Source: an optimization exercise on an open RTL-to-GDS flow (aim: small area and a short achievable clock period). Production flows keep margins and buffers that such runs may drop.
Only simulation tests tie the RTL to the original design; equivalence was not proved.

[run.sh]
#!/bin/bash
# synth_recipe.tcl (not shown) runs the flow's synth.tcl, then flattens the netlist and writes it again
# the make line also repeats each setting of config.mk as NAME=value (left out here)
make -C /OpenROAD-flow-scripts/flow DESIGN_CONFIG=/design/flow/config.mk WORK_HOME=/design/flow/orfs CLKGATE_MAP_FILE= SYNTH_SCRIPT=/design/flow/synth_recipe.tcl finish
[constraint.sdc]
create_clock -name core_clock -period 8.5 [get_ports {clk}]
set_input_delay 1.7000 -clock core_clock [delete_from_list [all_inputs] [get_ports {clk}]]
set_output_delay 1.7000 -clock core_clock [all_outputs]
set_load 0.01 [all_outputs]
[design.v]
`timescale 1ns / 1ps
module top_fp_mul_N32_M23_E8(input  wire clk,
			  input  wire[32-1:0] a1,
              input  wire[32-1:0] b1,
              output reg[32-1:0] y);
      reg [24-2:0] m;
      reg [8-1:0] e;
      reg s;
      reg [24*2-1:0] product;
      reg [24*2-1:0] product_raw;
      reg G;
      reg R;
      reg S;
      reg normalized;
      reg [32-1:0] a,b;
      wire [32-1:0] y1;
      always @(posedge clk) begin
          a <= {a1};
          b <= {b1};
          y <= y1; 
      end
      always @(*) begin
          product_raw = {1'b1, a[22:0]} * {1'b1, b[22:0]};
          S = |product_raw[21:0]; 
          normalized = product_raw[2*23+1];
          if(!normalized) product = product_raw << 1; 
          else product = product_raw;
          s = a[31] ^ b[31];
          m = product[2*23:23+1] + (product[23] & (product[22] | S));
          e = a[30:23] + b[30:23] - 127 + normalized;
      end
      assign y1 = {s, e, m};
    endmodule
[config.mk]
export PLATFORM = sky130hd
export DESIGN_NAME = top_fp_mul_N32_M23_E8
export DESIGN_NICKNAME = top_fp_mul_N32_M23_E8
export VERILOG_FILES = /design/flow/design.v
export SDC_FILE = /design/flow/constraint.sdc
export NUM_CORES = 4
export LEC_CHECK = 0
export CAP_MARGIN = 20
export CORE_MARGIN = 2
export CORE_UTILIZATION = 40
export SLEW_MARGIN = 20
==> flow_summary_export.csv <==
group,metric,value,unit
synthesis,syn_inst,2539,
finish,area_growth,16.63,%
synthesis,synth_top_family_by_area,"adder cells",
worst_setup_path,cp.required,8.77,ns
routing,firstDrtPassIters,5,
cts,cts.sinks,96,
floorplanning,core,0.05639,mm^2
finish,drive_gt1_frac,0.1281,
cts,numCtsBuffers,9,
routing,drt_wl_total,64710,um
floorplanning,dieArea,0.05894,mm^2
routing,avgViaCountPerCell,5.028,
synthesis,synth-edff-count,0,
worst_setup_path,path_class,"flip-flop to flip-flop",
floorplanning,die_h,242.8,um
global_route,grt_first_pass_wirelength,104500,um
synthesis,synth_cell_types,91,
cts,cts_max_level,3,
timing,tns,0,ns
cts,cts_tree,"done",
global_route,grt_max_degree,32,
floorplanning,die_w,242.8,um
global_route,antenna_found_initial,3,
timing,timing.fmax,121.8,MHz
floorplanning,ios,97,
worst_setup_path,cp_slowest_stage_delay,0.61,ns
timing,min_period,8.213,ns
synthesis,synthXorXnorAreaFrac,0.02496,
synthesis,async_flop_share,0,
status,status,"complete, no violations",
worst_setup_path,cpMostUsedCell,"fa_1",
floorplanning,start_util,0.4045,
timing,maxSlewViolCount,0,
routing,post_drt_wl_per_cell,18.67,um
synthesis,muxShareOfSynthArea,0.006090,
hold_path,hold_class,"flip-flop to flip-flop",
synthesis,ys.flop_type,"dfxtp_1",
synthesis,avgSynthCellArea,8.982,um^2
worst_setup_path,cpMaxStageDelayCell,"fa_1",
placed_design,dpl.hpwl,54550,um
routing,num_vias,17430,
synthesis,synth_warnings,1,
cts,path_clk_slew,0.10,ns
cts,clock_latency,0.41,ns
finish,n_fill_cell,5378,
placed_design,io_buffers,96,
worst_setup_path,critPathLaunchType,"flip-flop",
synthesis,synthAdderAreaFrac,0.5277,
floorplanning,core.rowCount,87,
cts,clock_tree.buffer_depth,2,
timing,finalHoldViolCount,0,
synthesis,netlist_area,0.02281,mm^2
finish,final_nets,3441,
worst_setup_path,critical_path.max_fanout,9,
synthesis,ys_seq_area_frac,0.08427,
timing,fin_worst_skew,0.02877,ns
routing,drc,0,
timing,worstMarginPinSlew,0.7490,ns
synthesis,synth_compound_area_frac,0.07269,
finish,design_area,0.02660,mm^2
synthesis,syn_nets,3276,
worst_setup_path,endpoint_kind,"flip-flop",
placed_design,placed_cell_area,0.02559,mm^2
timing,relSlewSlack,0.4954,
run,drv_cap,0,
timing,finalSetupViolCount,0,
placed_design,routabilityCongestion,0.9315,
worst_setup_path,arrival,8.49,ns
cts,hold_buffers,0,
global_route,overflow,0,
global_route,grt_pass1_vias,19090,
cts,root_buffer,"clkbuf_16",
timing,period_share,0.9663,
synthesis,synthSimpleGateAreaFrac,0.1672,
synthesis,ys_seq_elements,96,
global_route,track_usage,0.2267,
routing,ant_nets,0,
routing,drt_iter0_drc,965,
==> state kept, by name, indices dropped and copies added, names as in the netlist <==
signal,cells
b,32
a,32
y,32
==> metal layers <==
metal	global-route usage	share of wire	wire, um	vias up
met5	0	0.00039	25	-
met4	0.08264	0.038	2464	4
met3	0.04279	0.065	4232	105
met2	0.3587	0.46	29930	568
met1	0.3099	0.43	28060	8780
li1	-	-	-	7971
==> worst max-delay path, delay by kind of cell (launching register included) <==
family	cells	cell delay [ns]
AOI/OAI and AO/OA	5	0.93
adders and majority gates	10	4.31
buffers and inverters	5	0.52
DFF	1	0.44
and+or+nand+nor	9	1.85
==> placed cells by master (no fill, tap or decap), types with 19 or more instances in the layout <==
| cell type | instances |
|---|---|
| a21oi_1 | 56 |
| and2_1 | 223 |
| buf_4 | 147 |
| clkdlybuf4s50_1 | 96 |
| dfxtp_1 | 59 |
| dfxtp_4 | 28 |
| fa_1 | 474 |
| ha_1 | 179 |
| inv_1 | 566 |
| nand2_1 | 349 |
| nand3_1 | 26 |
| nand4_1 | 19 |
| nor2_1 | 82 |
| o21ai_0 | 26 |
| xnor2_1 | 40 |
| xor2_1 | 25 |
==> Yosys cell counts, types with 4 or more instances <==
| cell | n | area [um^2] |
|---|---|---|
| fa_1 | 483 | 9669 |
| nor2_1 | 86 | 322.8 |
| nand2b_1 | 6 | 37.54 |
| inv_1 | 571 | 2143 |
| a31oi_1 | 6 | 37.54 |
| clkbuf_1 | 101 | 379.1 |
| o21bai_1 | 10 | 75.07 |
| dfxtp_1 | 96 | 1922 |
| xnor2_1 | 40 | 350.3 |
| o21ai_0 | 31 | 155.2 |
| o2111ai_1 | 4 | 35.03 |
| o21ai_1 | 7 | 35.03 |
| mux2i_1 | 6 | 60.06 |
| o21ai_2 | 4 | 35.03 |
| nand4_1 | 19 | 118.9 |
| nor4_1 | 16 | 100.1 |
| xor2_1 | 25 | 219.0 |
| nand2_1 | 351 | 1318 |
| a21o_1 | 13 | 97.59 |
| and3_1 | 4 | 25.02 |
| ha_1 | 189 | 2365 |
| o211ai_1 | 9 | 67.56 |
| nand3_1 | 26 | 130.1 |
| nor3_1 | 13 | 65.06 |
| and2_1 | 224 | 1401 |
| o21a_1 | 11 | 82.58 |
| mux2_2 | 7 | 78.83 |
| buf_2 | 15 | 75.07 |
| a21oi_1 | 63 | 315.3 |
==> final timing paths <==
kind | slack (ns) | to | depth (start not counted) | start
max | 0.29 | y[16]$_DFF_P_ | 29 | a[9]$_DFF_P_
min | 0.42 | y[31]$_DFF_P_ | 1 | a[31]$_DFF_P_
max reg2reg | 0.29 | y[16]$_DFF_P_ | 29 | a[9]$_DFF_P_
min reg2reg | 0.42 | y[31]$_DFF_P_ | 1 | a[31]$_DFF_P_
==> cell families (layout without fill, tap and decap cells) <==
group,after synthesis,after routing
AOI/OAI and AO/OA,216,216
muxes,13,13
DFF,96,96
xor gates and xnor gates,65,65
buffers and inverters,698,868
other,0,1
and+or+nand+nor,779,779
adders and majority gates,672,672
==> final cells by class <==
cell class,instances,area (um^2),share of cell area
clock buffers,9,225.2,0.008467
diodes,1,2.502,0.00009408
flip-flops and latches,96,2038,0.07663
repair buffers,278,2644,0.09940
clock inverters,7,67.56,0.002540
inverters,574,2170,0.08157
multi-input cells,1745,18510,0.6957
well taps,756,945.9,0.03556
==> metrics by stage <==
step / worst slack (ns) / cells / hold slack (ns) / util
2_1_floorplan: 0.0004663 / 2539 / 0.4056 / -
3_3_place_gp: 0.006319 / 3422 / 0.4066 / 0.4538
3_5_place_dp: -0.02799 / 3422 / 0.4148 / 0.4538
4_1_cts: 0.001831 / 3438 / 0.4293 / 0.4592
5_1_grt: -0.06500 / 3465 / 0.4514 / 0.4717
6_report: 0.2868 / 3466 / 0.4230 / 0.4717
==> timing repair <==
| item | CTS | global route |
|---|---|---|
| endpoints found under the setup margin | 10 | 20 |
| gates cloned | 0 | 4 |
| pin swaps | 0 | 35 |
| setup buffers | 0 | 23 |
| gates resized for setup | 6 | 136 |

[port drivers added, routing unchanged]
In the flow no input, the clock included, has a driving cell. The finished layout below was timed again as built, in two steps. Step 1: set_driving_cell puts a clkbuf_16 on clk and a buf_2 on each other input, an assumption about the parent block. Step 2 times the ports against the registers' clock, not the clock port: input delays grow and output delays shrink by t, the midpoint of the rising clock arrivals with the driver on. Three values: no drivers, after step 1, after step 2; two values: the first two.
shift t [ns]: 0.458
slack for setup (ns): 0.287 / 0.287 / 0.287
worst register clock-pin slew, ns: 0.11 / 0.11
pins driven straight from the clock port: 1
After both steps setup and hold are still met in this run. The setup slack of this run moves by 0.000 ns with the drivers and by 0.000 ns with both steps.
